From an optimization exercise on the open Yosys and OpenROAD flow, aimed at small area and a short achievable clock period; shortcuts taken in it are not production practice. No functional check of the RTL was part of any run shown here. In every run shown here, the design's own scripts or RTL, not TritonCTS, make the clock network. The flow treats the clock pin as an ideal source. Dropping or thinning the clock tree relies on that and would not hold on a real chip. Power is estimated from default activity; no workload was simulated.

==> flow/design.v <==
module cmpshift(clk,a,b,ge_m,lt_x,ex,mx,my,sg,sx);
input clk;
input [31:0] a,b;
input ge_m,lt_x;
output reg [7:0] ex;
output reg [22:0] mx;
output reg [23:0] my;
output reg sg,sx;
wire [7:0] e1 = a[30:23];
wire [7:0] e2 = b[30:23];
wire [7:0] emax = lt_x ? e2 : e1;
wire [7:0] emin = lt_x ? e1 : e2;
wire [7:0] diff = emax - emin;
wire [2:0] d12 = e1[2:0] - e2[2:0];
wire [2:0] dl = lt_x ? 3'd0 - d12 : d12;
wire [23:0] ms = ge_m ? {1'b1,b[22:0]} : {1'b1,a[22:0]};
wire big = (|diff[7:5]) | (diff[4] & diff[3]);
wire [23:0] s1 = dl[0] ? {1'd0, ms[23:1]} : ms;
wire [23:0] s2 = dl[1] ? {2'd0, s1[23:2]} : s1;
wire [23:0] s4 = dl[2] ? {4'd0, s2[23:4]} : s2;
wire k0 = ~big & ~diff[4] & ~diff[3];
wire k8 = ~big & diff[3];
wire k16 = ~big & diff[4];
wire [23:0] sh = ({24{k0}} & s4) | ({24{k8}} & {8'd0, s4[23:8]}) | ({24{k16}} & {16'd0, s4[23:16]});
always @(posedge clk) begin
  ex <= emax + 8'h81;
  mx <= lt_x ? b[22:0] : a[22:0];
  my <= sh;
  sg <= lt_x ? b[31] : a[31];
  sx <= a[31] ^ b[31];
end
endmodule
module faddsub(clk,ex,mx,my,sg,sx,t,ex_o,sg_o);
input clk;
input [7:0] ex;
input [22:0] mx;
input [23:0] my;
input sg,sx;
output reg [23:0] t;
output reg [7:0] ex_o;
output reg sg_o;
wire [24:0] sum = {2'b01,mx} + {1'b0,my};
wire neg = sum[24] & sx;
reg [24:0] low;
integer i;
always @* begin
  low[0] = 1'b0;
  for (i = 1; i < 25; i = i + 1)
    low[i] = low[i-1] | sum[i-1];
end
wire [24:0] m = sum ^ ({25{neg}} & low);
always @(posedge clk) begin
  t <= m[24:1];
  ex_o <= ex;
  sg_o <= sg ^ neg;
end
endmodule
module buffer2(clk,t,ex,sg,q);
input clk;
input [23:0] t;
input [7:0] ex;
input sg;
output reg [31:0] q;
wire [7:0] h = t[23:16];
wire [2:0] lz;
assign lz[2] = ~|h[7:4];
assign lz[1] = lz[2] ? ~|h[3:2] : ~|h[7:6];
assign lz[0] = lz[2] ? (lz[1] ? ~h[1] : ~h[3]) : (lz[1] ? ~h[5] : ~h[7]);
wire [22:0] t4 = lz[2] ? {t[18:0],4'd0} : t[22:0];
wire [22:0] t6 = lz[1] ? {t4[20:0],2'd0} : t4;
wire [22:0] t7 = lz[0] ? {t6[21:0],1'd0} : t6;
always @(posedge clk)
  q <= {sg, ex - {5'd0,lz}, t7};
endmodule
module normalized(clk,t,ex,sg,t_o,ex_o,sg_o);
input clk;
input [23:0] t;
input [7:0] ex;
input sg;
output reg [23:0] t_o;
output reg [7:0] ex_o;
output reg sg_o;
wire k16 = ~|t[23:8];
wire k0 = |t[23:16];
wire k8 = ~k0 & ~k16;
wire [23:0] t2 = ({24{k0}} & t) | ({24{k8}} & {t[15:0],8'd0}) | ({24{k16}} & {t[7:0],16'd0});
always @(posedge clk) begin
  t_o <= t2;
  ex_o <= {ex[7:3] - {3'd0,k16,k8}, ex[2:0]};
  sg_o <= sg;
end
endmodule
module fpadd(a,b,clk,out);
input [31:0] a,b;
input clk;
output [31:0] out;
reg [31:0] ra, rb;
reg ge_m, lt_x;
always @(posedge clk) begin
  ra <= a;
  rb <= b;
  ge_m <= a[30:23] >= b[30:23];
  lt_x <= a[30:23] < b[30:23];
end
wire [7:0] ex2;
wire [22:0] mx2;
wire [23:0] my2;
wire sg2, sx2;
cmpshift u_cmp(.clk(clk), .a(ra), .b(rb), .ge_m(ge_m), .lt_x(lt_x), .ex(ex2), .mx(mx2), .my(my2), .sg(sg2), .sx(sx2));
wire [23:0] t3;
wire [7:0] ex3;
wire sg3;
faddsub u_add(.clk(clk), .ex(ex2), .mx(mx2), .my(my2), .sg(sg2), .sx(sx2), .t(t3), .ex_o(ex3), .sg_o(sg3));
wire [23:0] t4;
wire [7:0] ex4;
wire sg4;
normalized u_norm(.clk(clk), .t(t3), .ex(ex3), .sg(sg3), .t_o(t4), .ex_o(ex4), .sg_o(sg4));
buffer2 u_out(.clk(clk), .t(t4), .ex(ex4), .sg(sg4), .q(out));
endmodule
==> flow/flow/run.sh <==
#!/bin/bash
# Standard ORFS layout with three changes: plain buffers (not delay cells)
# on the ports (flow/place_hook.tcl); a two-level inverter clock tree in
# place of TritonCTS (flow/cts_hook.tcl); and timing repair asked to leave
# more setup slack than the clock needs, so that it buffers and sizes the
# slowest paths.
set -euo pipefail
here=$(pwd)
export PRE_GLOBAL_PLACE_TCL=$here/flow/place_hook.tcl
export SETUP_SLACK_MARGIN=9.8
export PRE_CTS_TCL=$here/flow/cts_hook.tcl
export MANTREE_LEAVES=12
export MANTREE_ROOTS=4
bash standard.sh > standard.log 2>&1
==> flow/flow/cts_hook.tcl <==
# Sourced by ORFS's cts.tcl before it builds the clock tree: replaces
# TritonCTS with a two-level inverter tree (mantree.tcl), which has less
# insertion delay on a design this small.
source [file join [file dirname [info script]] mantree.tcl]
rename clock_tree_synthesis _tritoncts
proc clock_tree_synthesis {args} {
  mantree_build $::env(MANTREE_LEAVES) sky130_fd_sc_hd__clkinv_8 sky130_fd_sc_hd__clkinv_16
  global_connect
  set_propagated_clock [all_clocks]
}
==> flow/flow/mantree.tcl <==
# Build a two-level clock tree: one root buffer driving K leaf buffers,
# each leaf driving the flip-flops of one k-means cluster.
proc mantree_build {K leafcell rootcell} {
  set db [ord::get_db]
  set block [ord::get_db_block]
  set clknet [$block findNet clk]
  set sinks {}
  set xs {}; set ys {}
  foreach it [$clknet getITerms] {
    set inst [$it getInst]
    set bb [$inst getBBox]
    lappend sinks $it
    lappend xs [expr {([$bb xMin] + [$bb xMax]) / 2.0}]
    lappend ys [expr {([$bb yMin] + [$bb yMax]) / 2.0}]
  }
  set n [llength $sinks]
  # k-means, seeded by sorting along x then y in strips
  set idx [lsort -integer -command [list apply {{xs a b} {expr {[lindex $xs $a] < [lindex $xs $b] ? -1 : 1}}} $xs] [lrange [list_range $n] 0 end]]
  set cx {}; set cy {}
  for {set k 0} {$k < $K} {incr k} {
    set i [lindex $idx [expr {int(($k + 0.5) * $n / $K)}]]
    lappend cx [lindex $xs $i]; lappend cy [lindex $ys $i]
  }
  set cap [expr {int(ceil(1.0 * $n / $K)) + 2}]
  for {set iter 0} {$iter < 30} {incr iter} {
    # balanced assignment: greedy by distance with capacity
    set pairs {}
    for {set i 0} {$i < $n} {incr i} {
      for {set k 0} {$k < $K} {incr k} {
        set d [expr {abs([lindex $xs $i] - [lindex $cx $k]) + abs([lindex $ys $i] - [lindex $cy $k])}]
        lappend pairs [list $d $i $k]
      }
    }
    set pairs [lsort -real -index 0 $pairs]
    set asg [lrepeat $n -1]
    set cnt [lrepeat $K 0]
    foreach p $pairs {
      lassign $p d i k
      if {[lindex $asg $i] >= 0} continue
      if {[lindex $cnt $k] >= $cap} continue
      lset asg $i $k
      lset cnt $k [expr {[lindex $cnt $k] + 1}]
    }
    set sx [lrepeat $K 0.0]; set sy [lrepeat $K 0.0]
    for {set i 0} {$i < $n} {incr i} {
      set k [lindex $asg $i]
      lset sx $k [expr {[lindex $sx $k] + [lindex $xs $i]}]
      lset sy $k [expr {[lindex $sy $k] + [lindex $ys $i]}]
    }
    for {set k 0} {$k < $K} {incr k} {
      if {[lindex $cnt $k] > 0} {
        lset cx $k [expr {[lindex $sx $k] / [lindex $cnt $k]}]
        lset cy $k [expr {[lindex $sy $k] / [lindex $cnt $k]}]
      }
    }
  }
  set leafm [$db findMaster $leafcell]
  set rootm [$db findMaster $rootcell]
  # root at the centroid of the leaves
  set rx 0.0; set ry 0.0
  for {set k 0} {$k < $K} {incr k} { set rx [expr {$rx + [lindex $cx $k]}]; set ry [expr {$ry + [lindex $cy $k]}] }
  set rx [expr {int($rx / $K)}]; set ry [expr {int($ry / $K)}]
  # R roots, each driving the leaves nearest to it (leaves split by k-means
  # on their own positions); the clock port drives the R roots
  set R $::env(MANTREE_ROOTS)
  set lasg [mantree_kmeans $cx $cy $R]
  set roots {}
  set rnets {}
  for {set r 0} {$r < $R} {incr r} {
    set sx 0.0; set sy 0.0; set c 0
    for {set k 0} {$k < $K} {incr k} {
      if {[lindex $lasg $k] == $r} { set sx [expr {$sx + [lindex $cx $k]}]; set sy [expr {$sy + [lindex $cy $k]}]; incr c }
    }
    set root [odb::dbInst_create $block $rootm "clkroot_$r"]
    $root setLocation [expr {int($sx / max($c,1))}] [expr {int($sy / max($c,1))}]
    $root setPlacementStatus PLACED
    set rnet [odb::dbNet_create $block "clknet_root_$r"]
    $rnet setSigType CLOCK
    lappend roots $root
    lappend rnets $rnet
  }
  set leafnets {}
  for {set k 0} {$k < $K} {incr k} {
    set b [odb::dbInst_create $block $leafm "clkleaf_$k"]
    $b setLocation [expr {int([lindex $cx $k])}] [expr {int([lindex $cy $k])}]
    $b setPlacementStatus PLACED
    set ln [odb::dbNet_create $block "clknet_leaf_$k"]
    $ln setSigType CLOCK
    [$b findITerm A] connect [lindex $rnets [lindex $lasg $k]]
    [mantree_out $b] connect $ln
    lappend leafnets $ln
  }
  for {set i 0} {$i < $n} {incr i} {
    set it [lindex $sinks $i]
    $it disconnect
    $it connect [lindex $leafnets [lindex $asg $i]]
  }
  foreach root $roots rnet $rnets {
    [$root findITerm A] connect $clknet
    [mantree_out $root] connect $rnet
  }
  puts "mantree: $n sinks, $K leaves, counts $cnt"
}
proc list_range {n} { set l {}; for {set i 0} {$i < $n} {incr i} { lappend l $i }; return $l }
proc mantree_out {inst} {
  set it [$inst findITerm X]
  if {$it eq "NULL" || $it eq ""} { set it [$inst findITerm Y] }
  return $it
}
# k-means of points (xs, ys) into K groups, seeded along x; returns the group of each point
proc mantree_kmeans {xs ys K} {
  set n [llength $xs]
  set idx [lsort -integer -command [list apply {{xs a b} {expr {[lindex $xs $a] < [lindex $xs $b] ? -1 : 1}}} $xs] [list_range $n]]
  set cx {}; set cy {}
  for {set k 0} {$k < $K} {incr k} {
    set i [lindex $idx [expr {int(($k + 0.5) * $n / $K)}]]
    lappend cx [lindex $xs $i]; lappend cy [lindex $ys $i]
  }
  set asg [lrepeat $n 0]
  for {set iter 0} {$iter < 20} {incr iter} {
    for {set i 0} {$i < $n} {incr i} {
      set best 0; set bd 1e30
      for {set k 0} {$k < $K} {incr k} {
        set d [expr {abs([lindex $xs $i] - [lindex $cx $k]) + abs([lindex $ys $i] - [lindex $cy $k])}]
        if {$d < $bd} { set bd $d; set best $k }
      }
      lset asg $i $best
    }
    for {set k 0} {$k < $K} {incr k} {
      set sx 0.0; set sy 0.0; set c 0
      for {set i 0} {$i < $n} {incr i} {
        if {[lindex $asg $i] == $k} { set sx [expr {$sx + [lindex $xs $i]}]; set sy [expr {$sy + [lindex $ys $i]}]; incr c }
      }
      if {$c > 0} { lset cx $k [expr {$sx / $c}]; lset cy $k [expr {$sy / $c}] }
    }
  }
  return $asg
}
==> flow/flow/place_hook.tcl <==
# Sourced by ORFS's global_place.tcl before it buffers the ports: inputs
# get the smallest buffer, outputs a buffer that drives the port load well.
rename buffer_ports _orfs_buffer_ports
proc buffer_ports {args} {
  _orfs_buffer_ports -inputs -buffer_cell sky130_fd_sc_hd__buf_1
  _orfs_buffer_ports -outputs -buffer_cell sky130_fd_sc_hd__buf_2
}
==> flow/standard.sh <==
#!/bin/bash
# synth_recipe.tcl (not shown) runs the flow's synth.tcl, then flattens the netlist and writes it again
# the make line also repeats each setting of config.mk as NAME=value (left out here)
make -C /OpenROAD-flow-scripts/flow DESIGN_CONFIG=/design/flow/config.mk WORK_HOME=/design/flow/orfs CLKGATE_MAP_FILE= SYNTH_SCRIPT=/design/flow/synth_recipe.tcl "${@:-finish}"
==> flow/config.mk <==
export PLATFORM = sky130hd
export DESIGN_NAME = fpadd
export DESIGN_NICKNAME = fpadd
export VERILOG_FILES = /design/flow/design.v
export SDC_FILE = /design/flow/constraint.sdc
export NUM_CORES = 4
export LEC_CHECK = 0
export ABC_AREA = 1
export CAP_MARGIN = 20
export CORE_MARGIN = 2
export CORE_UTILIZATION = 60
export PLACE_DENSITY = 0.7
export SLEW_MARGIN = 20
==> flow/constraint.sdc <==
create_clock -name core_clock -period 13.0 [get_ports {clk}]
set_input_delay 2.6000 -clock core_clock [delete_from_list [all_inputs] [get_ports {clk}]]
set_output_delay 2.6000 -clock core_clock [all_outputs]
set_load 0.01 [all_outputs]
==> results by group, run 1 <==
Placement
  – Final HPWL DP: 15600 um
  – Routability cong.: 0.894
  – # port buffers: 96

Route
  – Drt pass-1 iters: 5
  – Post-DR vias/cell: 5.07
  – ANT nets after route: 0
  – Drt total wl: 20200 um
  – Routed len/inst: 13.1 um
  – Vias: 7811
  – DRC Markers: 0
  – DR iter-0 viols: 442

Global routing
  – First-pass GRT wire length: 32700 um
  – Vias in the first global route: 6991
  – GR Overflow Total: 0
  – M1 GR Usage: 0.318
  – Met3 Use GR: 0.0150
  – Pin count of the biggest net entering global routing: 44
  – Busiest grt layer: met2
  – Grt met2 use: 0.376
  – Initial antenna violation count: 0
  – Gr usage total: 0.222

Yosys
  – Synth Area in XOR/XNOR: 0.0544
  – Synth cell count leaders: nand2_1, dfxtp_1, inv_1
  – Register area share after synthesis: 0.451
  – Post-synth ARST share: 0
  – Unique cell type count in the Yosys netlist: 47
  – Area share of the largest cell type after synthesis: 0.451
  – Syn Inst Count: 1226
  – Syn Area/Cell: 8.01 um^2
  – Count leader, synth: nand2_1
  – Top post-synthesis cells by area: dfxtp_1, nand2_1, o21ai_0
  – Combinational family with the most area after synthesis: simple AND/OR/NAND/NOR gates
  – Yosys warns: 5
  – Adder-cell share of the synthesized area: 0.0642
  – Area leader, netlist: dfxtp_1
  – Synth Area in Simple Gates: 0.193
  – Proportion of synthesized area in mux cells: 0.0336
  – Yosys reg bits: 221
  – Mapped Nets: 1339
  – Mapped Area: 0.00982 mm^2
  – Post-synth EDFFs: 0
  – Synth Area in Compound Gates: 0.127
  – Synth Flop Type: dfxtp_1

Die
  – Die height: 132 um
  – Die width: 132 um
  – Die Area: 0.0174 mm^2
  – Core area: 0.0159 mm^2
  – Initial Utilization: 0.616
  – Num rows: 46
  – Ports: 97

Worst setup path
  – Setup crit start kind: input pin
  – Critical path class: input pin to register
  – Crit path DAT: 3360 ps
  – WP data required: 13050 ps
  – Crit path max fanout: 2
  – Critical path endpoint category: register

Timing
  – Slew Limit Fails: 0
  – Worst Clk Skew: 50.3 ps
  – Fmax: 0.303 GHz
  – Post-route setup TNS: 0 ps
  – Rel. slew slack: 0.571
  – Actual slew at the worst max-slew pin: 642 ps
  – Final min period: 3300 ps
  – RSZ-0062 raised after global routing: yes
  – Setup Viol. Count Final: 0
  – Fin. Hold Viols: 0
  – Hold Slack: 328 ps
  – Tcrit/Tclk final: 0.254

Final layout
  – Share of layout cells above drive strength 1: 0.133
  – Antenna Cells: 0
  – Nets: 1441
  – Layout area overhead: 13.9%

Job
  – Max_cap viols: 0

Power and ir drop
  – LEAKAGE: 5.29 nW
  – Power per cell area: 170 mW/mm^2
  – Peak VDD IR: 113 uV

CTS
  – Hold-fix buffers, CTS: 0
  – Clk pin slew, worst setup/hold paths: 70 ps
  – Worst-Skew Late Latency: 170 ps

Hold path
  – HP Class: register to register

Run status
  – Status: no timing/DRC/antenna violations
## flip-flops by register name, summed over array words and instances, names as in the netlist
register     flops
u_cmp.mx        23
u_add.t         24
ge_m             1
u_cmp.my        24
u_add.ex_o       8
u_cmp.sg         1
u_norm.t_o      24
u_norm.ex_o      8
u_cmp.sx         1
rb              32
u_out.q         32
u_cmp.ex         8
u_add.sg_o       1
u_norm.sg_o      1
lt_x             1
ra              32
## per-layer routing
| metal | wire [um] | vias to the layer above |
|---|---|---|
| met2 | 9300 | 193 |
| met1 | 9770 | 3460 |
| met4 | 369 | 0 |
| li1 | - | 4133 |
| met5 | 0 | - |
| met3 | 774 | 25 |
## what timing repair did
item | 4_1_cts | 5_1_grt
endpoints found under the setup margin | 49 | 50
gates resized for setup | 43 | 37
pin swaps | 11 | 18
buffers inserted | 3 | 10
gates cloned | 4 | 2
## worst max-delay path: stages
cell     delay [ps]
buf_6           100
ha_4            230
a21oi_2         140
o21ai_2          70
a21oi_2         140
o21ai_1          70
## cell usage in the layout (no fill, tap or decap), drive strengths merged, types with 3 or more instances in the layout
| cell type | n |
|---|---|
| fa | 4 |
| a21oi | 31 |
| o22ai | 4 |
| dfxtp | 221 |
| a21boi | 3 |
| buf | 113 |
| o21ai | 161 |
| inv | 156 |
| nand3 | 29 |
| nand4 | 11 |
| xnor2 | 22 |
| nor2 | 70 |
| mux2i | 33 |
| clkinv | 19 |
| xor2 | 36 |
| a31oi | 3 |
| o211ai | 17 |
| clkinvlp | 6 |
| or2 | 14 |
| ha | 44 |
| nand2 | 307 |
| nor3 | 5 |
| a211oi | 3 |
## path summary, 6_finish.rpt
| kind | depth (start not counted) | from | slack (ps) | endpoint |
|---|---|---|---|---|
| setup / recovery | 6 | a[26] | 9700 | ge_m$_DFF_P_ |
| hold reg to reg | 0 | u_cmp.ex[3]$_DFF_P_ | 330 | u_add.ex_o[3]$_DFF_P_ |
| setup reg to reg | 18 | u_cmp.my[0]$_DFF_P_ | 9870 | u_add.t[22]$_DFF_P_ |
| hold / removal | 0 | u_cmp.ex[3]$_DFF_P_ | 330 | u_add.ex_o[3]$_DFF_P_ |
## through the flow
step / area (um^2) / instances / worst slack, ps / utilization / power (mW)
after floorplan: 9910 / 1226 / 9660 / - / 1.38
after global placement: 10500 / 1507 / 8740 / 0.656 / 1.57
after detailed placement: 10500 / 1507 / 8550 / 0.656 / 1.57
after CTS: 11000 / 1530 / 9710 / 0.689 / 1.89
after global routing: 11200 / 1542 / 9670 / 0.702 / 2.04
final: 11200 / 1542 / 9700 / 0.702 / 1.90
## kinds of logic (layout without fill, tap and decap cells)
logic type | count (synthesis) | in the layout
buffers and inverters | 197 | 296
XOR/XNOR | 58 | 58
multiplexers | 33 | 33
flip-flops | 221 | 221
AO/OA/AOI/OAI | 229 | 229
adder cells (fa/ha/maj) | 48 | 48
AND/OR/NAND/NOR | 440 | 441
## power by group
group	total, mW	switching [mW]	leakage, nW	internal, mW
Clock	0.299	0.232	0.128	0.0672
Combinational	0.698	0.437	3.31	0.261
Sequential	0.908	0.0702	1.86	0.837
Total	1.90	0.739	5.29	1.17
## area by class of cell
class / count / area, um^2
Fill cell: 1340 / 4750
Inverter: 178 / 965
Multi-Input combinational cell: 809 / 4860
Sequential cell: 221 / 4440
Tap cell: 216 / 270
Timing Repair Buffer: 115 / 634
Timing Repair inverter: 3 / 17.5
==> run 2: changes to the inputs <==
--- a/flow/flow/run.sh
+++ b/flow/flow/run.sh
@@ -7,8 +7,8 @@
 set -euo pipefail
 here=$(pwd)
 export PRE_GLOBAL_PLACE_TCL=$here/flow/place_hook.tcl
-export SETUP_SLACK_MARGIN=9.8
+export SETUP_SLACK_MARGIN=9.7
 export PRE_CTS_TCL=$here/flow/cts_hook.tcl
 export MANTREE_LEAVES=12
-export MANTREE_ROOTS=4
+export MANTREE_ROOTS=2
 bash standard.sh > standard.log 2>&1
==> results by group, run 2 <==
Yosys
  – Post-synth ARST share: 0 (unchanged)
  – Synth Flop Type: dfxtp_1 (unchanged)
  – Area leader, netlist: dfxtp_1 (unchanged)
  – Top post-synthesis cells by area: dfxtp_1, nand2_1, o21ai_0 (unchanged)
  – Mapped Area: 0.00982 mm^2 (unchanged)
  – Register area share after synthesis: 0.451 (unchanged)
  – Count leader, synth: nand2_1 (unchanged)
  – Synth cell count leaders: nand2_1, dfxtp_1, inv_1 (unchanged)
  – Yosys warns: 5 (unchanged)
  – Unique cell type count in the Yosys netlist: 47 (unchanged)
  – Area share of the largest cell type after synthesis: 0.451 (unchanged)
  – Syn Inst Count: 1226 (unchanged)
  – Mapped Nets: 1339 (unchanged)
  – Yosys reg bits: 221 (unchanged)
  – Syn Area/Cell: 8.01 um^2 (unchanged)
  – Post-synth EDFFs: 0 (unchanged)

Worst setup path
  – Crit-path leading delay family: compound AO/OA/AOI/OAI gates (unchanged)
  – Critical path class: input pin to register (unchanged)
  – Critical-path top delay cell: ha_4 (unchanged)
  – Critical path endpoint category: register (unchanged)
  – Crit path DAT: 3380 ps (was 3360 ps)
  – WP data required: 13050 ps (about the same)
  – CP Buf/Inv Count: 2 (was 1)
  – Crit path cell chain: buf_12 -> inv_12 -> ha_4 -> a21oi_2 -> o21ai_1 -> a21oi_2 -> o21ai_1 (was buf_6 -> ha_4 -> a21oi_2 -> o21ai_2 -> a21oi_2 -> o21ai_1)
  – Setup crit start kind: input pin (unchanged)
  – Crit-path max cell delay: 190 ps (was 230 ps)
  – Crit path max fanout: 2 (unchanged)

CTS
  – Hold-fix buffers, CTS: 0 (unchanged)
  – Worst-Skew Late Latency: 220 ps (was 170 ps)
  – Clk pin slew, worst setup/hold paths: 60 ps (was 70 ps)

Timing
  – Final min period: 3330 ps (was 3300 ps)
  – Rel. slew slack: 0.561 (was 0.571)
  – RSZ-0062 raised after global routing: yes (unchanged)
  – Worst Clk Skew: 59.0 ps (was 50.3 ps)
  – Fmax: 0.301 GHz (was 0.303 GHz)
  – Post-route setup TNS: 0 ps (unchanged)
  – Fin. Hold Viols: 0 (unchanged)
  – Slew Limit Fails: 0 (unchanged)
  – Tcrit/Tclk final: 0.256 (was 0.254)
  – Hold Slack: 327 ps (was 328 ps)
  – Setup Viol. Count Final: 0 (unchanged)
  – Actual slew at the worst max-slew pin: 658 ps (was 642 ps)

Power and ir drop
  – Power per cell area: 171 mW/mm^2 (was 170 mW/mm^2)
  – LEAKAGE: 5.26 nW (was 5.29 nW)
  – Peak VDD IR: 96.9 uV (was 113 uV)

Die
  – Num rows: 46 (unchanged)
  – Die Area: 0.0174 mm^2 (unchanged)
  – Ports: 97 (unchanged)
  – Die height: 132 um (unchanged)
  – Core area: 0.0159 mm^2 (unchanged)
  – Initial Utilization: 0.616 (unchanged)
  – Die width: 132 um (unchanged)

Route
  – DRC Markers: 0 (unchanged)
  – DR iter-0 viols: 505 (was 442)
  – Vias: 7793 (was 7811)
  – ANT nets after route: 0 (unchanged)
  – Post-DR vias/cell: 5.05 (was 5.07)
  – Routed len/inst: 13.4 um (was 13.1 um)
  – Drt total wl: 20600 um (was 20200 um)
  – Drt pass-1 iters: 5 (unchanged)

Placement
  – Routability cong.: 0.936 (was 0.894)
  – Final HPWL DP: 15600 um (about the same)
  – # port buffers: 96 (unchanged)
  – DP Cell Count: 1505 (was 1507)

Final layout
  – Commonest non-fill, non-tap cells in the layout: nand2_1, dfxtp_1, o21ai_0 (unchanged)
  – Final Non-Filler Cells: 1543 (was 1542)
  – Antenna Cells: 0 (unchanged)
  – Share of layout cells above drive strength 1: 0.125 (was 0.133)
  – Layout area overhead: 13.0% (was 13.9%)
  – Nets: 1442 (was 1441)
  – Biggest regs: ra: 32 flops, rb: 32 flops, u_out.q: 32 flops (unchanged)
  – Commonest non-fill, non-tap cell in the layout: nand2_1 (unchanged)

Run status
  – Status: no timing/DRC/antenna violations (unchanged)

Global routing
  – GR Overflow Total: 0 (unchanged)
  – Pin count of the biggest net entering global routing: 44 (unchanged)
  – First-pass GRT wire length: 32800 um (was 32700 um)
  – Gr usage total: 0.225 (was 0.222)
  – Vias in the first global route: 6850 (was 6991)
  – Initial antenna violation count: 0 (unchanged)

Job
  – Max_cap viols: 0 (unchanged)

Hold path
  – HP Class: register to register (unchanged)
[run 2: worst paths after layout]
check             cells past startpoint  slack [ps]           startpoint                  end
setup / recovery                      7        9670                b[24]         ge_m$_DFF_P_
hold / removal                        0         330   u_add.sg_o$_DFF_P_  u_norm.sg_o$_DFF_P_
setup reg to reg                     18        9900  u_cmp.mx[0]$_DFF_P_  u_add.t[23]$_DFF_P_
hold reg to reg                       0         330   u_add.sg_o$_DFF_P_  u_norm.sg_o$_DFF_P_
[run 2: worst reg2reg max path: stages, from the launching register on]
cell	delay, ps
dfxtp_2	340
ha_4	160
fa_2	470
or2_4	260
nor2_4	90
nand3_2	100
nor2_4	160
nand3_4	100
nor2_4	170
nand4_4	120
nor2_4	180
nand4_4	110
nor2_4	170
nand4_4	100
nor2_4	190
nand4_4	100
nand2_2	90
inv_1	60
nor2_2	60
[run 2: kinds of logic (layout without fill, tap and decap cells)]
group / after synthesis / count (layout) / share of synthesized area
muxes: 33 / 33 / 0.0336
DFF: 221 / 221 / 0.451
buffers and inverters: 197 / 297 / 0.0775
and+or+nand+nor: 440 / 441 / 0.193
xor gates and xnor gates: 58 / 58 / 0.0544
AOI/OAI and AO/OA: 229 / 229 / 0.127
adders and majority gates: 48 / 48 / 0.0642
[run 2: where the power goes]
group,leakage (nW),internal [mW],switching [mW]
sequential,1.85,0.836,0.0767
combinational,3.30,0.262,0.433
clock,0.106,0.0507,0.238
total,5.26,1.15,0.747
[run 2: area by class of cell]
type                    count  area [um^2]
repair inverters            3         15.0
multi-input cells         809         4830
well taps                 216          270
repair buffers            118          653
flip-flops and latches    221         4430
fillers                  1339         4850
inverters                 176          897
[run 2: what timing repair did]
action | 4_1_cts | 5_1_grt
buffers inserted | 5 | 15
cloned | 3 | 1
pin swaps | 8 | 19
resized for setup | 26 | 39
endpoints found under the setup margin | 45 | 34
[run 2: routing by layer]
layer  part of all wire  global-route usage  routed length [um]
met4              0.021              0.0423                 425
met5                  0                   0                   0
met3              0.046              0.0192                 955
met1               0.47               0.326                9760
met2               0.46               0.372                9500
[run 2: through the flow]
stage	setup slack [ps]	instance area, um^2	util	power (mW)
global route	9660	11100	0.696	2.02
CTS	9700	10900	0.681	1.87
detailed placement	8570	10400	0.655	1.57
floorplan	9660	9900	-	1.38
global placement	8740	10400	0.654	1.57
finish	9670	11100	0.696	1.90
==> run 3: changes to the inputs <==
--- a/flow/flow/run.sh
+++ b/flow/flow/run.sh
@@ -7,7 +7,7 @@
 set -euo pipefail
 here=$(pwd)
 export PRE_GLOBAL_PLACE_TCL=$here/flow/place_hook.tcl
-export SETUP_SLACK_MARGIN=9.7
+export SETUP_SLACK_MARGIN=9.65
 export PRE_CTS_TCL=$here/flow/cts_hook.tcl
 export MANTREE_LEAVES=12
 export MANTREE_ROOTS=2
==> results by group, run 3 <==
Yosys
  – Register area share after synthesis: 0.451 (unchanged)
  – Syn Area/Cell: 8.01 um^2 (unchanged)
  – Syn Inst Count: 1226 (unchanged)
  – Post-synth EDFFs: 0 (unchanged)
  – Yosys reg bits: 221 (unchanged)
  – Area share of the largest cell type after synthesis: 0.451 (unchanged)
  – Synth cell count leaders: nand2_1, dfxtp_1, inv_1 (unchanged)
  – Unique cell type count in the Yosys netlist: 47 (unchanged)
  – Count leader, synth: nand2_1 (unchanged)
  – Post-synth ARST share: 0 (unchanged)
  – Yosys warns: 5 (unchanged)
  – Synth Area in XOR/XNOR: 0.0544 (unchanged)
  – Synth Area in Compound Gates: 0.127 (unchanged)
  – Top post-synthesis cells by area: dfxtp_1, nand2_1, o21ai_0 (unchanged)
  – Synth Flop Type: dfxtp_1 (unchanged)
  – Mapped Area: 0.00982 mm^2 (unchanged)
  – Synth Area in Simple Gates: 0.193 (unchanged)
  – Proportion of synthesized area in mux cells: 0.0336 (unchanged)
  – Mapped Nets: 1339 (unchanged)
  – Combinational family with the most area after synthesis: simple AND/OR/NAND/NOR gates (unchanged)
  – Adder-cell share of the synthesized area: 0.0642 (unchanged)
  – Area leader, netlist: dfxtp_1 (unchanged)

CTS
  – Hold-fix buffers, CTS: 0 (unchanged)
  – Worst-Skew Late Latency: 200 ps (was 220 ps)
  – Clk pin slew, worst setup/hold paths: 70 ps (was 60 ps)

Job
  – Max_cap viols: 0 (unchanged)

Timing
  – Rel. slew slack: 0.571 (was 0.561)
  – Worst Clk Skew: 18.4 ps (was 59.0 ps)
  – Setup Viol. Count Final: 0 (unchanged)
  – RSZ-0062 raised after global routing: no (was yes)
  – Fin. Hold Viols: 0 (unchanged)
  – Slew Limit Fails: 0 (unchanged)
  – Final worst slack: 9670 ps (about the same)
  – Final min period: 3330 ps (about the same)
  – Post-route setup TNS: 0 ps (unchanged)
  – Tcrit/Tclk final: 0.256 (about the same)
  – Actual slew at the worst max-slew pin: 641 ps (was 658 ps)
  – Fmax: 0.300 GHz (was 0.301 GHz)

Die
  – Die Area: 0.0174 mm^2 (unchanged)
  – Initial Utilization: 0.616 (unchanged)
  – Die height: 132 um (unchanged)
  – Ports: 97 (unchanged)
  – Die width: 132 um (unchanged)
  – Core area: 0.0159 mm^2 (unchanged)
  – Num rows: 46 (unchanged)

Power and ir drop
  – Sw Ratio: 0.392 (was 0.394)
  – Clock Power Share: 0.155 (was 0.152)
  – Flop pwr share: 0.484 (was 0.481)
  – Peak VDD IR: 87.7 uV (was 96.9 uV)
  – Pint: 1.14 mW (was 1.15 mW)
  – LEAKAGE: 5.21 nW (was 5.26 nW)
  – Comb pwr share: 0.361 (was 0.366)
  – Net Sw Power: 0.733 mW (was 0.747 mW)
  – Power per cell area: 171 mW/mm^2 (about the same)

Placement
  – DP Cell Count: 1507 (was 1505)
  – Area of placed instances: 0.0104 mm^2 (about the same)
  – Final HPWL DP: 15900 um (was 15600 um)
  – Routability cong.: 0.890 (was 0.936)
  – # port buffers: 96 (unchanged)
  – Dpl ws: 8500 ps (was 8570 ps)

Global routing
  – First-pass GRT wire length: 32600 um (was 32800 um)
  – Gr usage total: 0.222 (was 0.225)
  – GR Overflow Total: 0 (unchanged)
  – Initial antenna violation count: 0 (unchanged)
  – Pin count of the biggest net entering global routing: 68 (was 44)
  – Vias in the first global route: 7026 (was 6850)

Route
  – Drt total wl: 20300 um (was 20600 um)
  – Drt pass-1 iters: 5 (unchanged)
  – DR iter-0 viols: 420 (was 505)
  – Post-DR vias/cell: 5.02 (was 5.05)
  – Routed len/inst: 13.2 um (was 13.4 um)
  – Vias: 7692 (was 7793)
  – ANT nets after route: 0 (unchanged)
  – DRC Markers: 0 (unchanged)

Final layout
  – Antenna Cells: 0 (unchanged)
  – Final Non-Filler Cells: 1533 (was 1543)
  – Commonest non-fill, non-tap cells in the layout: nand2_1, dfxtp_1, o21ai_0 (unchanged)
  – Nets: 1432 (was 1442)
  – Share of layout cells above drive strength 1: 0.112 (was 0.125)
  – Final instance area: 0.0110 mm^2 (was 0.0111 mm^2)
  – Biggest regs: ra: 32 flops, rb: 32 flops, u_out.q: 32 flops (unchanged)
  – Layout area overhead: 11.6% (was 13.0%)
  – Finished Core Util: 0.687 (was 0.696)
  – Commonest non-fill, non-tap cell in the layout: nand2_1 (unchanged)

Worst setup path
  – Crit path max fanout: 2 (unchanged)
  – WP data required: 13080 ps (was 13050 ps)
  – Worst reg-to-reg path cell count: 16 (was 18)
  – Crit path DAT: 3410 ps (was 3380 ps)
  – Critical-path top delay cell: ha_4 (unchanged)
  – Crit path cell chain: buf_2 -> inv_2 -> ha_4 -> a21oi_2 -> o21ai_2 -> a21oi_2 -> o21ai_1 (was buf_12 -> inv_12 -> ha_4 -> a21oi_2 -> o21ai_1 -> a21oi_2 -> o21ai_1)
  – Setup crit start kind: input pin (unchanged)
  – Critical path endpoint category: register (unchanged)
  – Critical path class: input pin to register (unchanged)
  – Crit-path max cell delay: 200 ps (was 190 ps)
  – Cell repeated most along the worst path: a21oi_2

Run status
  – Status: no timing/DRC/antenna violations (unchanged)

Hold path
  – HP Class: register to register (unchanged)
  – Hold Path Cell Cnt: 0 (unchanged)
==> run 3: cell types whose count changed in the layout (fill, tap and decap cells not counted), moves of 3 or more <==
cell,before,now
inv_1,142,145
buf_4,20,9
clkbuf_2,3,7
nand4_2,0,3
buf_6,5,2
nand4_4,4,1
==> run 3: layer usage <==
layer | track usage | part of all wire | vias to the layer above | wire (um)
li1 | - | - | 4107 | -
met5 | 0 | 0 | - | 0
met2 | 0.379 | 0.46 | 162 | 9420
met4 | 0.0368 | 0.017 | 0 | 340
met1 | 0.311 | 0.48 | 3394 | 9670
met3 | 0.0204 | 0.042 | 29 | 856
==> run 3: stage by stage <==
stage / power [mW] / hold slack (ps)
after floorplan: 1.38 / 310
after global placement: 1.57 / 310
after detailed placement: 1.57 / 312
after CTS: 1.86 / 328
after global routing: 2.01 / 335
final: 1.87 / 327
==> run 3: power groups by stage <==
stage / Sequential, mW / Combinational, mW / Clock (mW)
final: 0.906 / 0.676 / 0.290
after global routing: 0.921 / 0.762 / 0.325
after CTS: 0.906 / 0.659 / 0.300
after detailed placement: 0.920 / 0.652 / 0
after global placement: 0.920 / 0.646 / 0
after floorplan: 0.920 / 0.462 / 0
==> run 3: area by class of cell <==
| class | count | area (um^2) |
|---|---|---|
| inverter | 176 | 882 |
| multi-input combinational | 809 | 4800 |
| tap | 216 | 270 |
| timing repair inverter | 3 | 15.0 |
| fill | 1378 | 4990 |
| timing repair buffer | 108 | 563 |
| sequential | 221 | 4430 |
==> run 3: cells by family (layout without fill, tap and decap cells) <==
group,Yosys count,in the layout
xor+xnor,58,58
flops,221,221
buf+inv,197,287
simple gates,440,441
fa+ha+maj,48,48
mux,33,33
compound gates,229,229
==> run 3: critical path: cells and delay by family <==
kind	cells	cell delay, ps
AOI/OAI and AO/OA	4	430
adders and majority gates	1	200
buffers and inverters	2	170
==> run 3: worst paths after layout <==
check	startpoint	end	slack (ps)
worst min-delay path	u_cmp.ex[1]$_DFF_P_	u_add.ex_o[1]$_DFF_P_	330
worst min register to register	u_cmp.ex[1]$_DFF_P_	u_add.ex_o[1]$_DFF_P_	330
worst max-delay path	b[26]	ge_m$_DFF_P_	9670
worst max register to register	lt_x$_DFF_P_	u_cmp.my[2]$_DFF_P_	9870
==> run 3: timing repair <==
action,CTS,global route
buffers inserted,1,5
pin swaps,5,9
resized for setup,13,36
endpoints found under the setup margin,40,29
gates cloned,3,3
==> run 4: changes to the inputs <==
--- a/flow/design.v
+++ b/flow/design.v
@@ -94,13 +94,21 @@
 input [31:0] a,b;
 input clk;
 output [31:0] out;
+wire [7:0] ea = a[30:23];
+wire [7:0] eb = b[30:23];
+wire [7:0] l = ~ea & eb;
+wire [7:0] e = ~(ea ^ eb);
+wire l_hi = l[7] | (e[7] & l[6]) | (e[7] & e[6] & l[5]) | (e[7] & e[6] & e[5] & l[4]);
+wire l_lo = l[3] | (e[3] & l[2]) | (e[3] & e[2] & l[1]) | (e[3] & e[2] & e[1] & l[0]);
+wire e_hi = &e[7:4];
+wire lt = l_hi | (e_hi & l_lo);
 reg [31:0] ra, rb;
 reg ge_m, lt_x;
 always @(posedge clk) begin
   ra <= a;
   rb <= b;
-  ge_m <= a[30:23] >= b[30:23];
-  lt_x <= a[30:23] < b[30:23];
+  ge_m <= ~lt;
+  lt_x <= lt;
 end
 wire [7:0] ex2;
 wire [22:0] mx2;
--- a/flow/flow/run.sh
+++ b/flow/flow/run.sh
@@ -7,7 +7,7 @@
 set -euo pipefail
 here=$(pwd)
 export PRE_GLOBAL_PLACE_TCL=$here/flow/place_hook.tcl
-export SETUP_SLACK_MARGIN=9.65
+export SETUP_SLACK_MARGIN=9.7
 export PRE_CTS_TCL=$here/flow/cts_hook.tcl
 export MANTREE_LEAVES=12
 export MANTREE_ROOTS=2
==> results by group, run 4 <==
Yosys
  – Yosys reg bits: 221 (unchanged)
  – Synth cell count leaders: nand2_1, dfxtp_1, inv_1 (unchanged)
  – Post-synth ARST share: 0 (unchanged)
  – Count leader, synth: nand2_1 (unchanged)
  – Yosys warns: 5 (unchanged)
  – Register area share after synthesis: 0.452 (was 0.451)
  – Post-synth EDFFs: 0 (unchanged)
  – Area leader, netlist: dfxtp_1 (unchanged)
  – Unique cell type count in the Yosys netlist: 49 (was 47)
  – Area share of the largest cell type after synthesis: 0.452 (was 0.451)
  – Mapped Area: 0.00979 mm^2 (was 0.00982 mm^2)
  – Mapped Nets: 1333 (was 1339)
  – Syn Inst Count: 1221 (was 1226)
  – Synth Flop Type: dfxtp_1 (unchanged)
  – Top post-synthesis cells by area: dfxtp_1, nand2_1, o21ai_0 (unchanged)
  – Syn Area/Cell: 8.02 um^2 (was 8.01 um^2)

CTS
  – Clk pin slew, worst setup/hold paths: 70 ps (about the same)
  – Worst-Skew Late Latency: 200 ps (about the same)

Placement
  – Routability cong.: 0.904 (was 0.890)
  – Final HPWL DP: 15500 um (was 15900 um)
  – Area of placed instances: 0.0104 mm^2 (about the same)
  – # port buffers: 96 (unchanged)

Die
  – Die height: 132 um (about the same)
  – Ports: 97 (unchanged)
  – Die width: 132 um (about the same)
  – Num rows: 46 (unchanged)
  – Core area: 0.0159 mm^2 (unchanged)
  – Initial Utilization: 0.614 (was 0.616)
  – Die Area: 0.0174 mm^2 (about the same)

Timing
  – RSZ-0062 raised after global routing: yes (was no)
  – Slew Limit Fails: 0 (unchanged)
  – Post-route setup TNS: 0 ps (unchanged)
  – Rel. slew slack: 0.548 (was 0.571)
  – Fmax: 0.291 GHz (was 0.300 GHz)
  – Actual slew at the worst max-slew pin: 670 ps (was 641 ps)
  – Setup Viol. Count Final: 0 (unchanged)
  – Worst Clk Skew: 28.2 ps (was 18.4 ps)
  – Tcrit/Tclk final: 0.264 (was 0.256)
  – Fin. Hold Viols: 0 (unchanged)
  – Final min period: 3440 ps (was 3330 ps)

Route
  – Post-DR vias/cell: 5.05 (was 5.02)
  – DR iter-0 viols: 527 (was 420)
  – ANT nets after route: 0 (unchanged)
  – DRC Markers: 0 (unchanged)
  – Drt total wl: 20200 um (was 20300 um)
  – Routed len/inst: 13.1 um (was 13.2 um)
  – Drt pass-1 iters: 5 (unchanged)
  – Vias: 7784 (was 7692)

Final layout
  – Biggest regs: ra: 32 flops, rb: 32 flops, u_out.q: 32 flops (unchanged)
  – Commonest non-fill, non-tap cells in the layout: nand2_1, dfxtp_1, o21ai_0 (unchanged)
  – Antenna Cells: 0 (unchanged)
  – Commonest non-fill, non-tap cell in the layout: nand2_1 (unchanged)
  – Share of layout cells above drive strength 1: 0.121 (was 0.112)
  – Layout area overhead: 13.1% (was 11.6%)
  – Sequential Area: 0.00443 mm^2 (unchanged)
  – Multi-input logic area: 0.00480 mm^2 (about the same)
  – Filler Cell Count: 1358 (was 1378)
  – Final instance area: 0.0111 mm^2 (was 0.0110 mm^2)
  – Nets: 1440 (was 1432)

Global routing
  – GR Overflow Total: 0 (unchanged)
  – Initial antenna violation count: 1 (was 0)
  – Pin count of the biggest net entering global routing: 68 (unchanged)
  – Gr usage total: 0.221 (was 0.222)
  – First-pass GRT wire length: 32500 um (was 32600 um)
  – Vias in the first global route: 7008 (was 7026)

Power and ir drop
  – Power per cell area: 171 mW/mm^2 (about the same)
  – LEAKAGE: 5.26 nW (was 5.21 nW)
  – Peak VDD IR: 108 uV (was 87.7 uV)

Hold path
  – Hold Path Cell Cnt: 0 (unchanged)
  – Hold EP: u_out.q[31]$_DFF_P_ (was u_add.ex_o[1]$_DFF_P_)
  – Hold path startpoint: u_norm.sg_o$_DFF_P_ (was u_cmp.ex[1]$_DFF_P_)
  – HP Class: register to register (unchanged)

Worst setup path
  – Critical path endpoint category: register (unchanged)
  – Setup crit start kind: input pin (unchanged)
  – R2r startpoint: u_cmp.mx[0]$_DFF_P_ (was lt_x$_DFF_P_)
  – Crit path DAT: 3520 ps (was 3410 ps)
  – Worst reg-to-reg path cell count: 17 (was 16)
  – Critical path class: input pin to register (unchanged)
  – WP data required: 13090 ps (was 13080 ps)
  – Crit path cell chain: buf_8 -> inv_4 -> ha_4 -> nand2_4 -> inv_2 -> a221oi_2 -> nand2_1 -> a21oi_2 -> inv_1 (was buf_2 -> inv_2 -> ha_4 -> a21oi_2 -> o21ai_2 -> a21oi_2 -> o21ai_1)
  – Crit-path max cell delay: 220 ps (was 200 ps)
  – R2r endpoint: u_add.t[20]$_DFF_P_ (was u_cmp.my[2]$_DFF_P_)
  – Reg-to-reg slack, setup: 9860 ps (was 9870 ps)
  – Critical-path top delay cell: a221oi_2 (was ha_4)
  – Crit path max fanout: 2 (unchanged)

Job
  – Max_cap viols: 0 (unchanged)

Run status
  – Status: no timing/DRC/antenna violations (unchanged)
run 4: changes by cell type in the layout (fill, tap and decap cells not counted), moves of 2 or more:
cell	previous run	this run
ha_4	6	4
nand4_2	3	0
nand2_1	297	292
nand2_4	2	6
nand4_4	1	4
buf_1	54	58
buf_2	33	37
clkinvlp_4	4	6
buf_6	2	0
inv_2	8	5
clkbuf_2	7	0
buf_4	9	24
run 4: power breakdown:
group	switching, mW	internal [mW]	leakage [nW]
clock	0.237	0.0508	0.106
combinational	0.434	0.264	3.30
sequential	0.0677	0.838	1.85
total	0.739	1.15	5.26
run 4: worst max-delay path by stage:
stage	startpoint	endpoint	slack [ps]	depth (start not counted)
6_report	a[30]	lt_x$_DFF_P_	9560	9
2_1_floorplan	a[24]	lt_x$_DFF_P_	9500	7
4_1_cts	a[30]	lt_x$_DFF_P_	9560	9
3_5_place_dp	u_norm.t_o[23]$_DFF_P_	u_out.q[29]$_DFF_P_	8440	13
5_1_grt	a[30]	lt_x$_DFF_P_	9500	9
3_3_place_gp	u_norm.t_o[23]$_DFF_P_	u_out.q[29]$_DFF_P_	8620	13
run 4: final cells by class:
class | instances | area share
timing repair inverter | 3 | 0.00158
tap | 216 | 0.0244
multi-input combinational | 803 | 0.433
sequential | 221 | 0.400
inverter | 176 | 0.0807
timing repair buffer | 123 | 0.0603
run 4: worst max-delay path, delay by kind of cell:
family                   cells  cell delay, ps
AO/OA/AOI/OAI                2             340
buffers and inverters        4             220
AND/OR/NAND/NOR              2             160
adder cells (fa/ha/maj)      1             200
run 4: stage by stage:
| stage | instances | util | hold WS [ps] | power (mW) | worst slack [ps] |
|---|---|---|---|---|---|
| 2_1_floorplan | 1221 | - | 310 | 1.39 | 9500 |
| 3_3_place_gp | 1501 | 0.652 | 310 | 1.56 | 8620 |
| 3_5_place_dp | 1501 | 0.652 | 315 | 1.57 | 8440 |
| 4_1_cts | 1520 | 0.673 | 327 | 1.86 | 9560 |
| 5_1_grt | 1542 | 0.695 | 333 | 2.03 | 9500 |
| 6_report | 1542 | 0.695 | 321 | 1.89 | 9560 |
run 4: logic make-up (layout without fill, tap and decap cells):
logic type	count (synthesis)	after routing	share of synthesized area
AOI/OAI and AO/OA	226	226	0.127
xor gates and xnor gates	58	58	0.0527
adders and majority gates	47	47	0.0631
buffers and inverters	198	302	0.0777
DFF	221	221	0.452
muxes	33	33	0.0337
and+or+nand+nor	438	439	0.194
run 4: per-layer routing:
metal,GRT usage,part of all wire
met1,0.310,0.46
met2,0.385,0.48
met3,0.0127,0.044
met4,0.0380,0.021
met5,0,0
run 4: timing repair:
action / CTS / global route
setup endpoints to repair: 47 / 50
cloned: 3 / 3
buffers inserted: 2 / 19
hold buffers: 0 / 0
resized for setup: 18 / 36
pin swaps: 6 / 13
==> run 5: changes to the inputs <==
--- a/flow/design.v
+++ b/flow/design.v
@@ -1,19 +1,19 @@
-module cmpshift(clk,a,b,ge_m,lt_x,ex,mx,my,sg,sx);
+module cmpshift(clk,a,b,ex,mx,my,sg,sx);
 input clk;
 input [31:0] a,b;
-input ge_m,lt_x;
 output reg [7:0] ex;
 output reg [22:0] mx;
 output reg [23:0] my;
 output reg sg,sx;
 wire [7:0] e1 = a[30:23];
 wire [7:0] e2 = b[30:23];
-wire [7:0] emax = lt_x ? e2 : e1;
-wire [7:0] emin = lt_x ? e1 : e2;
-wire [7:0] diff = emax - emin;
-wire [2:0] d12 = e1[2:0] - e2[2:0];
-wire [2:0] dl = lt_x ? 3'd0 - d12 : d12;
-wire [23:0] ms = ge_m ? {1'b1,b[22:0]} : {1'b1,a[22:0]};
+wire [8:0] d12 = {1'b0,e1} - {1'b0,e2};
+wire [7:0] d21 = e2 - e1;
+wire lt = d12[8];
+wire [7:0] emax = lt ? e2 : e1;
+wire [7:0] diff = lt ? d21 : d12[7:0];
+wire [2:0] dl = diff[2:0];
+wire [23:0] ms = lt ? {1'b1,a[22:0]} : {1'b1,b[22:0]};
 wire big = (|diff[7:5]) | (diff[4] & diff[3]);
 wire [23:0] s1 = dl[0] ? {1'd0, ms[23:1]} : ms;
 wire [23:0] s2 = dl[1] ? {2'd0, s1[23:2]} : s1;
@@ -24,9 +24,9 @@
 wire [23:0] sh = ({24{k0}} & s4) | ({24{k8}} & {8'd0, s4[23:8]}) | ({24{k16}} & {16'd0, s4[23:16]});
 always @(posedge clk) begin
   ex <= emax + 8'h81;
-  mx <= lt_x ? b[22:0] : a[22:0];
+  mx <= lt ? b[22:0] : a[22:0];
   my <= sh;
-  sg <= lt_x ? b[31] : a[31];
+  sg <= lt ? b[31] : a[31];
   sx <= a[31] ^ b[31];
 end
 endmodule
@@ -94,27 +94,16 @@
 input [31:0] a,b;
 input clk;
 output [31:0] out;
-wire [7:0] ea = a[30:23];
-wire [7:0] eb = b[30:23];
-wire [7:0] l = ~ea & eb;
-wire [7:0] e = ~(ea ^ eb);
-wire l_hi = l[7] | (e[7] & l[6]) | (e[7] & e[6] & l[5]) | (e[7] & e[6] & e[5] & l[4]);
-wire l_lo = l[3] | (e[3] & l[2]) | (e[3] & e[2] & l[1]) | (e[3] & e[2] & e[1] & l[0]);
-wire e_hi = &e[7:4];
-wire lt = l_hi | (e_hi & l_lo);
 reg [31:0] ra, rb;
-reg ge_m, lt_x;
 always @(posedge clk) begin
   ra <= a;
   rb <= b;
-  ge_m <= ~lt;
-  lt_x <= lt;
 end
 wire [7:0] ex2;
 wire [22:0] mx2;
 wire [23:0] my2;
 wire sg2, sx2;
-cmpshift u_cmp(.clk(clk), .a(ra), .b(rb), .ge_m(ge_m), .lt_x(lt_x), .ex(ex2), .mx(mx2), .my(my2), .sg(sg2), .sx(sx2));
+cmpshift u_cmp(.clk(clk), .a(ra), .b(rb), .ex(ex2), .mx(mx2), .my(my2), .sg(sg2), .sx(sx2));
 wire [23:0] t3;
 wire [7:0] ex3;
 wire sg3;
--- a/flow/flow/run.sh
+++ b/flow/flow/run.sh
@@ -7,8 +7,8 @@
 set -euo pipefail
 here=$(pwd)
 export PRE_GLOBAL_PLACE_TCL=$here/flow/place_hook.tcl
-export SETUP_SLACK_MARGIN=9.7
+export SETUP_SLACK_MARGIN=9.75
 export PRE_CTS_TCL=$here/flow/cts_hook.tcl
 export MANTREE_LEAVES=12
-export MANTREE_ROOTS=2
+export MANTREE_ROOTS=4
 bash standard.sh > standard.log 2>&1
==> results by group, run 5 <==
Run status
  – Status: no timing/DRC/antenna violations (unchanged)

Global routing
  – Vias in the first global route: 7022 (was 7008)
  – Initial antenna violation count: 0 (was 1)
  – Pin count of the biggest net entering global routing: 39 (was 68)
  – First-pass GRT wire length: 33200 um (was 32500 um)
  – Gr usage total: 0.224 (was 0.221)
  – GR Overflow Total: 0 (unchanged)

Timing
  – Rel. slew slack: 0.553 (was 0.548)
  – Slew Limit Fails: 0 (unchanged)
  – Final min period: 3230 ps (was 3440 ps)
  – Hold Slack: 321 ps (about the same)
  – Tcrit/Tclk final: 0.249 (was 0.264)
  – Post-route setup TNS: 0 ps (unchanged)
  – Final worst slack: 9770 ps (was 9560 ps)
  – Actual slew at the worst max-slew pin: 671 ps (was 670 ps)
  – Setup Viol. Count Final: 0 (unchanged)
  – Fin. Hold Viols: 0 (unchanged)
  – Worst Clk Skew: 66.2 ps (was 28.2 ps)
  – Fmax: 0.310 GHz (was 0.291 GHz)
  – RSZ-0062 raised after global routing: yes (unchanged)

Power and ir drop
  – Comb pwr share: 0.358 (was 0.369)
  – LEAKAGE: 5.40 nW (was 5.26 nW)
  – Clock Power Share: 0.163 (was 0.152)
  – Pint: 1.14 mW (was 1.15 mW)
  – Overall power: 1.83 mW (was 1.89 mW)
  – Peak VDD IR: 94.2 uV (was 108 uV)
  – Power per cell area: 159 mW/mm^2 (was 171 mW/mm^2)
  – Net Sw Power: 0.685 mW (was 0.739 mW)
  – Sw Ratio: 0.375 (was 0.391)
  – Flop pwr share: 0.479 (about the same)

Route
  – Post-DR vias/cell: 5.15 (was 5.05)
  – Drt total wl: 21900 um (was 20200 um)
  – Routed len/inst: 13.7 um (was 13.1 um)
  – ANT nets after route: 0 (unchanged)
  – Vias: 8207 (was 7784)
  – DRC Markers: 0 (unchanged)
  – Drt pass-1 iters: 5 (unchanged)
  – DR iter-0 viols: 484 (was 527)

Yosys
  – Mapped Area: 0.00986 mm^2 (was 0.00979 mm^2)
  – Yosys warns: 5 (unchanged)
  – Area share of the largest cell type after synthesis: 0.445 (was 0.452)
  – Synth Flop Type: dfxtp_1 (unchanged)
  – Area leader, netlist: dfxtp_1 (unchanged)
  – Post-synth EDFFs: 0 (unchanged)
  – Syn Area/Cell: 7.91 um^2 (was 8.02 um^2)
  – Mapped Nets: 1360 (was 1333)
  – Register area share after synthesis: 0.445 (was 0.452)
  – Post-synth ARST share: 0 (unchanged)
  – Top post-synthesis cells by area: dfxtp_1, nand2_1, o21ai_0 (unchanged)
  – Synth cell count leaders: nand2_1, dfxtp_1, inv_1 (unchanged)
  – Syn Inst Count: 1246 (was 1221)
  – Count leader, synth: nand2_1 (unchanged)
  – Yosys reg bits: 219 (was 221)
  – Unique cell type count in the Yosys netlist: 49 (unchanged)

Worst setup path
  – Crit-path max cell delay: 320 ps (was 220 ps)
  – Crit path cell chain: buf_2 (was buf_8 -> inv_4 -> ha_4 -> nand2_4 -> inv_2 -> a221oi_2 -> nand2_1 -> a21oi_2 -> inv_1)
  – Worst reg-to-reg path cell count: 19 (was 17)
  – Crit path DAT: 630 ps (was 3520 ps)
  – CP Buf/Inv Count: 1 (was 4)
  – Worst Setup EP: out[7] (was lt_x$_DFF_P_)
  – R2r startpoint: ra[23]$_DFF_P_ (was u_cmp.mx[0]$_DFF_P_)
  – WP data required: 10400 ps (was 13090 ps)
  – Critical path endpoint category: output pin (was register)
  – CP Depth: 1 (was 9)
  – Critical path class: register to output pin (was input pin to register)
  – Reg-to-reg slack, setup: 9850 ps (was 9860 ps)
  – Crit-path leading delay family: flip-flops (was compound AO/OA/AOI/OAI gates)
  – Worst Setup SP: u_out.q[7]$_DFF_P_ (was a[30])
  – R2r endpoint: u_cmp.my[3]$_DFF_P_ (was u_add.t[20]$_DFF_P_)
  – Critical-path top delay cell: dfxtp_2 (was a221oi_2)
  – Crit path max fanout: 1 (was 2)
  – Setup crit start kind: register (was input pin)

Final layout
  – Finished Core Util: 0.718 (was 0.695)
  – Commonest non-fill, non-tap cell in the layout: nand2_1 (unchanged)
  – Layout area overhead: 16.5% (was 13.1%)
  – Commonest non-fill, non-tap cells in the layout: nand2_1, dfxtp_1, inv_1 (was nand2_1, dfxtp_1, o21ai_0)
  – Share of layout cells above drive strength 1: 0.129 (was 0.121)
  – Nets: 1493 (was 1440)
  – Multi-input logic area: 0.00490 mm^2 (was 0.00480 mm^2)
  – Biggest regs: ra: 32 flops, rb: 32 flops, u_out.q: 32 flops (unchanged)
  – Antenna Cells: 0 (unchanged)
  – Filler Cell Count: 1356 (was 1358)
  – Final instance area: 0.0115 mm^2 (was 0.0111 mm^2)
  – Sequential Area: 0.00439 mm^2 (was 0.00443 mm^2)
  – Final Non-Filler Cells: 1593 (was 1542)

Placement
  – # port buffers: 96 (unchanged)
  – Final HPWL DP: 15700 um (was 15500 um)
  – DP Cell Count: 1525 (was 1501)
  – Dpl ws: 8860 ps (was 8440 ps)
  – Area of placed instances: 0.0104 mm^2 (about the same)
  – Routability cong.: 0.937 (was 0.904)

Die
  – Initial Utilization: 0.616 (was 0.614)
  – Core area: 0.0160 mm^2 (was 0.0159 mm^2)
  – Ports: 97 (unchanged)
  – Die height: 132 um (about the same)
  – Num rows: 46 (unchanged)
  – Die width: 132 um (about the same)
  – Die Area: 0.0175 mm^2 (was 0.0174 mm^2)

Job
  – Max_cap viols: 0 (unchanged)

CTS
  – Clk pin slew, worst setup/hold paths: 80 ps (was 70 ps)
  – Worst-Skew Late Latency: 180 ps (was 200 ps)
  – Hold-fix buffers, CTS: 0 (unchanged)

Hold path
  – HP Class: register to register (unchanged)
run 5: cell count changes after synthesis, moves of 4 or more:
cell,change
clkbuf_1,-10
and2_1,+5
xor2_1,-6
buf_2,+9
a31oi_1,+4
nand2_1,+16
o21a_1,+11
o211ai_1,-9
o21ai_1,+11
or2_2,-8
mux2i_1,-15
o21ai_0,-15
nand3_1,+18
xnor2_1,+4
run 5: cells by family (layout without fill, tap and decap cells):
family | Yosys count | after routing | synth area share
buffers and inverters | 196 | 324 | 0.0775
adders and majority gates | 49 | 49 | 0.0660
AOI/OAI and AO/OA | 233 | 233 | 0.131
xor gates and xnor gates | 57 | 57 | 0.0533
muxes | 18 | 18 | 0.0183
and+or+nand+nor | 474 | 477 | 0.209
DFF | 219 | 219 | 0.445
run 5: per-layer routing:
layer | vias to the layer above | global-route usage | share of wire
li1 | 4259 | - | -
met1 | 3659 | 0.312 | 0.45
met5 | - | 0 | 0
met2 | 251 | 0.391 | 0.48
met3 | 38 | 0.0173 | 0.048
met4 | 0 | 0.0335 | 0.026
run 5: final cells by class:
| type | instances | area share |
|---|---|---|
| repair buffers | 145 | 0.0823 |
| inverters | 175 | 0.0830 |
| flip-flops and latches | 219 | 0.382 |
| repair inverters | 4 | 0.00272 |
| multi-input cells | 834 | 0.426 |
| well taps | 216 | 0.0235 |
run 5: timing repair:
item                                    4_1_cts  5_1_grt
resized for setup                            29       53
cloned                                        6        9
buffers inserted                              4       33
pin swaps                                     5       22
endpoints found under the setup margin       61       51
run 5: how the worst min path moves through the flow:
stage | startpoint | to | slack [ps] | cells after the start
floorplan | u_cmp.ex[0]$_DFF_P_ | u_add.ex_o[0]$_DFF_P_ | 310 | 0
global placement | u_cmp.ex[4]$_DFF_P_ | u_add.ex_o[4]$_DFF_P_ | 310 | 0
detailed placement | u_cmp.ex[7]$_DFF_P_ | u_add.ex_o[7]$_DFF_P_ | 310 | 0
CTS | u_add.ex_o[1]$_DFF_P_ | u_norm.ex_o[1]$_DFF_P_ | 320 | 0
global route | u_cmp.ex[0]$_DFF_P_ | u_add.ex_o[0]$_DFF_P_ | 330 | 0
finish | u_add.ex_o[1]$_DFF_P_ | u_norm.ex_o[1]$_DFF_P_ | 320 | 0
run 5: power by group through the flow:
stage | Combinational [mW] | Sequential, mW | Clock (mW)
detailed placement | 0.561 | 0.886 | 0
finish | 0.654 | 0.874 | 0.298
global placement | 0.557 | 0.885 | 0
global route | 0.722 | 0.886 | 0.336
CTS | 0.585 | 0.871 | 0.308
floorplan | 0.392 | 0.889 | 0
==> run 6: changes to the inputs <==
--- a/flow/flow/run.sh
+++ b/flow/flow/run.sh
@@ -7,8 +7,8 @@
 set -euo pipefail
 here=$(pwd)
 export PRE_GLOBAL_PLACE_TCL=$here/flow/place_hook.tcl
-export SETUP_SLACK_MARGIN=9.75
+export SETUP_SLACK_MARGIN=9.7
 export PRE_CTS_TCL=$here/flow/cts_hook.tcl
 export MANTREE_LEAVES=12
-export MANTREE_ROOTS=4
+export MANTREE_ROOTS=2
 bash standard.sh > standard.log 2>&1
==> results by group, run 6 <==
Timing
  – Tcrit/Tclk final: 0.252 (was 0.249)
  – Worst Clk Skew: 84.2 ps (was 66.2 ps)
  – Rel. slew slack: 0.564 (was 0.553)
  – Fin. Hold Viols: 0 (unchanged)
  – Actual slew at the worst max-slew pin: 653 ps (was 671 ps)
  – RSZ-0062 raised after global routing: yes (unchanged)
  – Post-route setup TNS: 0 ps (unchanged)
  – Final min period: 3270 ps (was 3230 ps)
  – Setup Viol. Count Final: 0 (unchanged)
  – Slew Limit Fails: 0 (unchanged)
  – Fmax: 0.305 GHz (was 0.310 GHz)

Route
  – Post-DR vias/cell: 5.11 (was 5.15)
  – Routed len/inst: 13.5 um (was 13.7 um)
  – ANT nets after route: 0 (unchanged)
  – DRC Markers: 0 (unchanged)
  – Vias: 8060 (was 8207)
  – Drt total wl: 21200 um (was 21900 um)
  – DR iter-0 viols: 509 (was 484)
  – Drt pass-1 iters: 5 (unchanged)

Worst setup path
  – Crit path DAT: 670 ps (was 630 ps)
  – CP Buf/Inv Count: 1 (unchanged)
  – Reg-to-reg slack, setup: 9790 ps (was 9850 ps)
  – Crit path cell chain: buf_6 (was buf_2)
  – WP data required: 10400 ps (about the same)
  – Critical path class: register to output pin (unchanged)
  – Setup crit start kind: register (unchanged)
  – Crit-path max cell delay: 330 ps (was 320 ps)
  – Critical path endpoint category: output pin (unchanged)
  – Critical-path top delay cell: dfxtp_2 (unchanged)
  – Crit path max fanout: 1 (unchanged)
  – Crit-path leading delay family: flip-flops (unchanged)

Yosys
  – Syn Area/Cell: 7.91 um^2 (unchanged)
  – Mapped Nets: 1360 (unchanged)
  – Mapped Area: 0.00986 mm^2 (unchanged)
  – Synth cell count leaders: nand2_1, dfxtp_1, inv_1 (unchanged)
  – Post-synth ARST share: 0 (unchanged)
  – Yosys reg bits: 219 (unchanged)
  – Synth Flop Type: dfxtp_1 (unchanged)
  – Register area share after synthesis: 0.445 (unchanged)
  – Yosys warns: 5 (unchanged)
  – Top post-synthesis cells by area: dfxtp_1, nand2_1, o21ai_0 (unchanged)
  – Count leader, synth: nand2_1 (unchanged)
  – Post-synth EDFFs: 0 (unchanged)
  – Area leader, netlist: dfxtp_1 (unchanged)
  – Syn Inst Count: 1246 (unchanged)
  – Area share of the largest cell type after synthesis: 0.445 (unchanged)
  – Unique cell type count in the Yosys netlist: 49 (unchanged)

Final layout
  – Biggest regs: ra: 32 flops, rb: 32 flops, u_out.q: 32 flops (unchanged)
  – Commonest non-fill, non-tap cell in the layout: nand2_1 (unchanged)
  – Nets: 1476 (was 1493)
  – Finished Core Util: 0.698 (was 0.718)
  – Final Non-Filler Cells: 1576 (was 1593)
  – Multi-input logic area: 0.00485 mm^2 (was 0.00490 mm^2)
  – Layout area overhead: 13.2% (was 16.5%)
  – Final instance area: 0.0112 mm^2 (was 0.0115 mm^2)
  – Sequential Area: 0.00439 mm^2 (about the same)
  – Filler Cell Count: 1425 (was 1356)
  – Antenna Cells: 0 (unchanged)
  – Commonest non-fill, non-tap cells in the layout: nand2_1, dfxtp_1, inv_1 (unchanged)
  – Share of layout cells above drive strength 1: 0.111 (was 0.129)

Run status
  – Status: no timing/DRC/antenna violations (unchanged)

Die
  – Ports: 97 (unchanged)
  – Die height: 132 um (unchanged)
  – Die Area: 0.0175 mm^2 (unchanged)
  – Core area: 0.0160 mm^2 (unchanged)
  – Num rows: 46 (unchanged)
  – Die width: 132 um (unchanged)
  – Initial Utilization: 0.616 (unchanged)

Global routing
  – Initial antenna violation count: 0 (unchanged)
  – Gr usage total: 0.221 (was 0.224)
  – First-pass GRT wire length: 32700 um (was 33200 um)
  – Met3 Use GR: 0.0161 (was 0.0173)
  – Pin count of the biggest net entering global routing: 77 (was 39)
  – GR Overflow Total: 0 (unchanged)
  – M1 GR Usage: 0.308 (was 0.312)
  – Vias in the first global route: 6918 (was 7022)
  – Grt met2 use: 0.383 (was 0.391)
  – Busiest grt layer: met2 (unchanged)

CTS
  – Hold-fix buffers, CTS: 0 (unchanged)
  – Worst-Skew Late Latency: 230 ps (was 180 ps)
  – Clk pin slew, worst setup/hold paths: 80 ps (about the same)

Placement
  – Area of placed instances: 0.0104 mm^2 (unchanged)
  – Final HPWL DP: 15700 um (unchanged)
  – Routability cong.: 0.937 (unchanged)
  – # port buffers: 96 (unchanged)
  – DP Cell Count: 1525 (unchanged)

Power and ir drop
  – Peak VDD IR: 99.3 uV (was 94.2 uV)
  – LEAKAGE: 5.25 nW (was 5.40 nW)
  – Power per cell area: 159 mW/mm^2 (about the same)

Hold path
  – HP Class: register to register (unchanged)

Job
  – Max_cap viols: 0 (unchanged)
-- run 6: cell counts after synthesis --
Identical to the previous run, type by type.
-- run 6: metrics by stage --
| step | setup WS, ps | total power [mW] | hold WS [ps] |
|---|---|---|---|
| detailed placement | 8860 | 1.45 | 312 |
| floorplan | 10070 | 1.28 | 310 |
| global route | 9570 | 1.90 | 333 |
| global placement | 9020 | 1.44 | 310 |
| CTS | 9700 | 1.74 | 321 |
| finish | 9730 | 1.78 | 321 |
-- run 6: timing repair --
action / in CTS / in global routing
gates resized for setup: 20 / 38
pin swaps: 4 / 17
cloned: 3 / 8
setup endpoints to repair: 56 / 48
buffers inserted: 4 / 22
-- run 6: logic make-up after synthesis --
logic type	count (synthesis)	synth area share
flip-flops	219	0.445
multiplexers	18	0.0183
buffers and inverters	196	0.0775
AND/OR/NAND/NOR	474	0.209
XOR/XNOR	57	0.0533
adder cells (fa/ha/maj)	49	0.0660
AO/OA/AOI/OAI	233	0.131
-- run 6: final cells by class --
| type | instances | area share |
|---|---|---|
| multi-input cells | 834 | 0.434 |
| flip-flops and latches | 219 | 0.393 |
| inverters | 173 | 0.0789 |
| repair buffers | 131 | 0.0677 |
| well taps | 216 | 0.0242 |
| repair inverters | 3 | 0.00179 |
-- run 6: final timing paths --
kind / start / end / depth (start not counted)
min reg2reg: u_add.ex_o[1]$_DFF_P_ / u_norm.ex_o[1]$_DFF_P_ / 0
min: u_add.ex_o[1]$_DFF_P_ / u_norm.ex_o[1]$_DFF_P_ / 0
max: u_out.q[24]$_DFF_P_ / out[24] / 1
max reg2reg: u_cmp.my[0]$_DFF_P_ / u_add.t[23]$_DFF_P_ / 18
-- run 6: routing by layer --
layer  wire (um)  part of all wire  up-vias
li1            -                 -     4219
met1        9780              0.46     3600
met2       10000              0.47      212
met3         936             0.044       29
met4         443             0.021        0
met5           0                 0        -
-- run 6: power by group --
part	total, mW	internal, mW	switching [mW]
logic	0.623	0.237	0.387
clock network	0.282	0.0505	0.232
registers	0.871	0.813	0.0583
total	1.78	1.10	0.677
-- run 6: worst register-to-register path, stage by stage (launching register included) --
cell and delay (ps):
dfxtp_2 340, ha_4 170, fa_1 500, or2_4 290, nor2_4 90, nand3_2 100, nor2_4 160, nand3_4 90
nor2_4 140, nand4_4 100, nor2_4 190, nand4_4 110, nor2_4 180, nand4_4 110, nor2_4 170, nand4_1 120
nand2_1 110, inv_1 50, nor2_2 60

## separate check: timing with driven ports
The results above use ideal ports. As a check the final layouts listed here were re-extracted and re-timed, cells and wires unchanged. Step 1 sets driving cells, clkbuf_16 on the clock port and buf_2 on the other inputs (assumed; they add their load-dependent delay and slew). Step 2 times the ports against the registers' clock, not the clock port: input delays grow and output delays shrink by t, the midpoint of the rising clock arrivals with the driver on. Slacks: ideal / step 1 / step 2; pairs: ideal / step 1.
run	t, ns	setup slack, ns
run 1	0.353	9.698 / 9.614 / 9.525
run 2	0.317	9.673 / 9.615 / 9.428
run 3	0.322	9.667 / 9.615 / 9.444
run 4	0.314	9.563 / 9.613 / 9.332
run 5	0.362	9.769 / 9.547 / 9.840
run 6	0.312	9.725 / 9.598 / 9.791
After both steps every run listed still meets setup and hold.
